Source: an optimization exercise on an open RTL-to-GDS flow (aim: small area and a short achievable clock period). Production flows keep margins and buffers that such runs may drop.
No driver is modelled on the clock port, so clocking that relies on it looks cheaper here than on a real chip.
Power and IR drop assume default switching activity.

==> flow/design.v <==
module interrupt_controller(
	pclk_i,
	prst_i,
	penable_i,
	pready_o,
	pwrite_i,
	paddr_i,
	pwdata_i,
	prdata_o,
	interrupt_active_i,
	interrupt_valid_o,
	interrupt_to_be_serviced_o,
	interrupt_serviced_i);
	input pclk_i,prst_i,penable_i,pwrite_i;
	input [3:0] paddr_i,pwdata_i;
	output reg pready_o;
	output reg [3:0] prdata_o;
	input [15:0] interrupt_active_i;
	input interrupt_serviced_i;
	output reg interrupt_valid_o;
	output reg [3:0] interrupt_to_be_serviced_o;
	reg arb;
	genvar g;
	reg [15:0] pb3, pb2, npb1, npb0;
	wire [15:0] we;
	wire [3:0] wd, rd_d;
	wire rd_en, rdy_d;
	ic_port u_port(
		.rst(prst_i), .pen(penable_i), .pw(pwrite_i),
		.pa(paddr_i), .pd(pwdata_i),
		.pb3(pb3), .pb2(pb2), .npb1(npb1), .npb0(npb0),
		.we(we), .wd(wd), .rd_en(rd_en), .rd_d(rd_d), .rdy_d(rdy_d));
	generate
		for (g = 0; g < 16; g = g + 1) begin : regs
			always @(posedge pclk_i)
				if (we[g]) begin
					pb3[g] <= wd[3];
					pb2[g] <= wd[2];
					npb1[g] <= wd[1];
					npb0[g] <= wd[0];
				end
		end
	endgenerate
	always @(posedge pclk_i) begin
		pready_o <= rdy_d;
		if (rd_en)
			prdata_o <= rd_d;
	end
	wire tbs_load = ~prst_i & arb;
	wire tbs_keep = ~prst_i & ~arb & ~interrupt_serviced_i;
	wire [3:0] tbs_next;
	ic_arb_core u_core(
		.req(interrupt_active_i),
		.pb3(pb3), .pb2(pb2), .npb1(npb1), .npb0(npb0),
		.load(tbs_load), .keep(tbs_keep), .tbs(interrupt_to_be_serviced_o),
		.tbs_next(tbs_next));
	always @(posedge pclk_i) begin
		if (prst_i) begin
			arb <= 1'b0;
			interrupt_valid_o <= 1'b0;
		end else begin
			arb <= (|interrupt_active_i) &
			       ((~arb & ~interrupt_valid_o) | (interrupt_valid_o & interrupt_serviced_i));
			interrupt_valid_o <= arb | (interrupt_valid_o & ~interrupt_serviced_i);
		end
	end
	always @(posedge pclk_i)
		interrupt_to_be_serviced_o <= tbs_next;
endmodule
module ic_arb_core(req, pb3, pb2, npb1, npb0, load, keep, tbs, tbs_next);
	input [15:0] req;
	input [15:0] pb3, pb2, npb1, npb0;
	input load, keep;
	input [3:0] tbs;
	output [3:0] tbs_next;
	genvar g;
	wire [15:0] pb1 = ~npb1;
	wire [15:0] pb0 = ~npb0;
	wire h3 = |(req & pb3);
	wire h2 = h3 ? |(req & pb3 & pb2) : |(req & pb2);
	wire [15:0] c1 = req & (pb3 | {16{~h3}}) & (pb2 | {16{~h2}});
	wire h1 = |(c1 & pb1);
	wire h0 = h1 ? |(c1 & pb1 & pb0) : |(c1 & pb0);
	wire [15:0] cw = c1 & (pb1 | {16{~h1}}) & (pb0 | {16{~h0}});
	wire [3:0] nz, lo_odd, lo_hi;
	generate
		for (g = 0; g < 4; g = g + 1) begin : quad
			wire [3:0] q = cw[4*g+3:4*g];
			assign nz[g] = |q;
			assign lo_hi[g] = ~q[0] & ~q[1];
			assign lo_odd[g] = ~q[0] & (q[1] | ~q[2]);
		end
	endgenerate
	wire [3:0] fq = {nz[3] & ~nz[2] & ~nz[1] & ~nz[0], nz[2] & ~nz[1] & ~nz[0],
	                 nz[1] & ~nz[0], nz[0]};
	wire [3:0] win = {fq[3] | fq[2], fq[3] | fq[1], |(fq & lo_hi), |(fq & lo_odd)};
	assign tbs_next = ({4{load}} & win) | ({4{keep}} & tbs);
endmodule
module ic_port(rst, pen, pw, pa, pd, pb3, pb2, npb1, npb0, we, wd, rd_en, rd_d, rdy_d);
	input rst, pen, pw;
	input [3:0] pa, pd;
	input [15:0] pb3, pb2, npb1, npb0;
	output [15:0] we;
	output [3:0] wd;
	output rd_en;
	output [3:0] rd_d;
	output rdy_d;
	genvar g;
	wire [15:0] sel;
	generate
		for (g = 0; g < 16; g = g + 1) begin : dec
			assign sel[g] = pa == g;
		end
	endgenerate
	wire [3:0] wdata = pd & {4{~rst}};
	assign we = {16{rst}} | ({16{pen & pw}} & sel);
	assign wd = {wdata[3], wdata[2], ~wdata[1], ~wdata[0]};
	assign rd_en = rst | (pen & ~pw);
	assign rd_d = {|(sel & pb3), |(sel & pb2), |(sel & ~npb1), |(sel & ~npb0)} & {4{~rst}};
	assign rdy_d = pen & ~rst;
endmodule
==> flow/config.mk <==
export PLATFORM = sky130hd
export DESIGN_NAME = interrupt_controller
export DESIGN_NICKNAME = interrupt_controller
export VERILOG_FILES = /design/flow/design.v
export SDC_FILE = /design/flow/constraint.sdc
export NUM_CORES = 8
export LEC_CHECK = 0
export ABC_AREA = 1
export CAP_MARGIN = 20
export CORE_MARGIN = 2
export CORE_UTILIZATION = 65
export CTS_BUF_LIST = sky130_fd_sc_hd__clkbuf_4
export PLACE_DENSITY = 0.8
export SLEW_MARGIN = 20
==> flow/constraint.sdc <==
create_clock -name core_clock -period 30.0 [get_ports {pclk_i}]
set_input_delay 6.0000 -clock core_clock [delete_from_list [all_inputs] [get_ports {pclk_i}]]
set_output_delay 6.0000 -clock core_clock [all_outputs]
set_load 0.01 [all_outputs]
standard.sh (not shown) runs the stock make flow with config.mk's settings and CLKGATE_MAP_FILE= SYNTH_SCRIPT=/design/flow/synth_recipe.tcl, a recipe that flattens the netlist after the stock synthesis.
==> flow/flow/run.sh <==
#!/bin/bash
# Own layout flow: the standard flow (standard.sh) with
#  - the standard synthesis, except that ABC maps with flow/abc.script
#    (registers are mapped before ABC runs, so they are unchanged); also
#    the combinational modules ic_arb_core and ic_port are read from the
#    gate netlists flow/arb_core.v and flow/port.v (made by gen/gen_core8.py
#    and gen/gen_port.py) instead of being synthesised from rtl/ic.v,
#  - smaller port buffers (PORT_BUF),
#  - timing repair aimed at a setup slack margin below the clock period
#    (MARGIN), and the other settings in flow/params.sh (CTS arguments,
#    EXTRA make variables),
#  - clock buffers upsized after CTS where the register clock pins would
#    see too slow a slew (flow/clkfix.tcl).
# make's full output is in standard_flow.log; ORFS's step logs are in orfs/logs/.
set -euo pipefail
source flow/params.sh
export MY_ABC_SCRIPT=$PWD/flow/abc.script
export CLK_SLEW_LIMIT=${CLK_SLEW_LIMIT:-0.1}
args=("BUFFER_PORTS_ARGS=-buffer_cell $PORT_BUF" "SETUP_SLACK_MARGIN=$MARGIN")
if [[ "${OWN_ABC:-1}" == 1 ]]; then args+=("SYNTH_SCRIPT=$PWD/flow/synth.tcl"); fi
subst=""
if [[ -f flow/arb_core.v ]]; then subst="$subst ic_arb_core=$PWD/flow/arb_core.v"; fi
if [[ -f flow/port.v ]]; then subst="$subst ic_port=$PWD/flow/port.v"; fi
if [[ -n "$subst" ]]; then
  export SUBST_NETLISTS="$subst"
  args+=("SYNTH_CANONICALIZE_TCL=$PWD/flow/subst.tcl")
fi
if [[ -n "${CTS_ARGS:-}" ]]; then args+=("CTS_ARGS=$CTS_ARGS"); fi
if [[ -f flow/post_cts.tcl ]]; then args+=("POST_CTS_TCL=$PWD/flow/post_cts.tcl");
elif [[ -f flow/clkfix.tcl ]]; then args+=("POST_CTS_TCL=$PWD/flow/clkfix.tcl"); fi
if [[ -n "${EXTRA:-}" ]]; then for kv in $EXTRA; do args+=("$kv"); done; fi
bash standard.sh "${args[@]}" "${FLOW_TARGET:-finish}" > standard_flow.log 2>&1
==> flow/flow/params.sh <==
PORT_BUF=sky130_fd_sc_hd__buf_1
MARGIN=20.3
CTS_ARGS="-sink_clustering_enable -repair_clock_nets -buf_list sky130_fd_sc_hd__clkbuf_4 -dont_use_dummy_load"
EXTRA="SKIP_INCREMENTAL_REPAIR=1"
CLK_SLEW_LIMIT=0.1
Other scripts of this flow, unchanged in this note and not shown: flow/flow/abc.script, flow/flow/arb_core.v, flow/flow/clkfix.tcl, flow/flow/port.v, flow/flow/post_cts.tcl, flow/flow/size.tcl, flow/flow/subst.tcl, flow/flow/synth.tcl
Edit:
==> flow/flow/params.sh (replaced) <==
PORT_BUF=sky130_fd_sc_hd__buf_1
MARGIN=20.7
CTS_ARGS="-sink_clustering_enable -repair_clock_nets -buf_list sky130_fd_sc_hd__clkbuf_4 -dont_use_dummy_load"
EXTRA="SKIP_INCREMENTAL_REPAIR=1"
CLK_SLEW_LIMIT=0.1
Final area grows by 1.4%.
Non-clock buffer count increases by 5.
Count of clock-buffer cells in the layout stays the same.
Cell count increases by 1.6%.
Total power rises by 1.1%.
Worst setup slack improved by 0.22 ns.
Combinational power increases by 4.2%.
Function was not checked in any run of this note: the RTL went through the layout flow alone.

afterwards: timing with drivers on the ports:
No port has a modelled driver above. Below, the same layouts with a new extraction and two added sets of constraints.
Step 1 sets driving cells, clkbuf_16 on the clock port and buf_2 on the other inputs (assumed; they add their load-dependent delay and slew).
Step 2, shift: input delay + t, output delay - t, t = (earliest + latest rising clock arrival at the registers) / 2. This alone moves slack from input paths to output paths.
Slacks: no drivers / after step 1 / after step 2; pairs: no drivers / after step 1.
run	shift t [ns]	slack for setup (ns)	worst hold slack (ns)	worst data-port slew with drivers (ns)	pins driven straight from the clock port
the first run	0.422	20.359 / 20.365 / 19.943	0.451 / 0.451 / 0.451	0.04	1
the second run	0.425	20.582 / 20.590 / 20.165	0.452 / 0.452 / 0.452	0.04	1
After both steps every run listed still meets setup and hold. The setup slack of the second run, which loses most, moves by +0.008 ns with the drivers and by -0.417 ns with both steps.
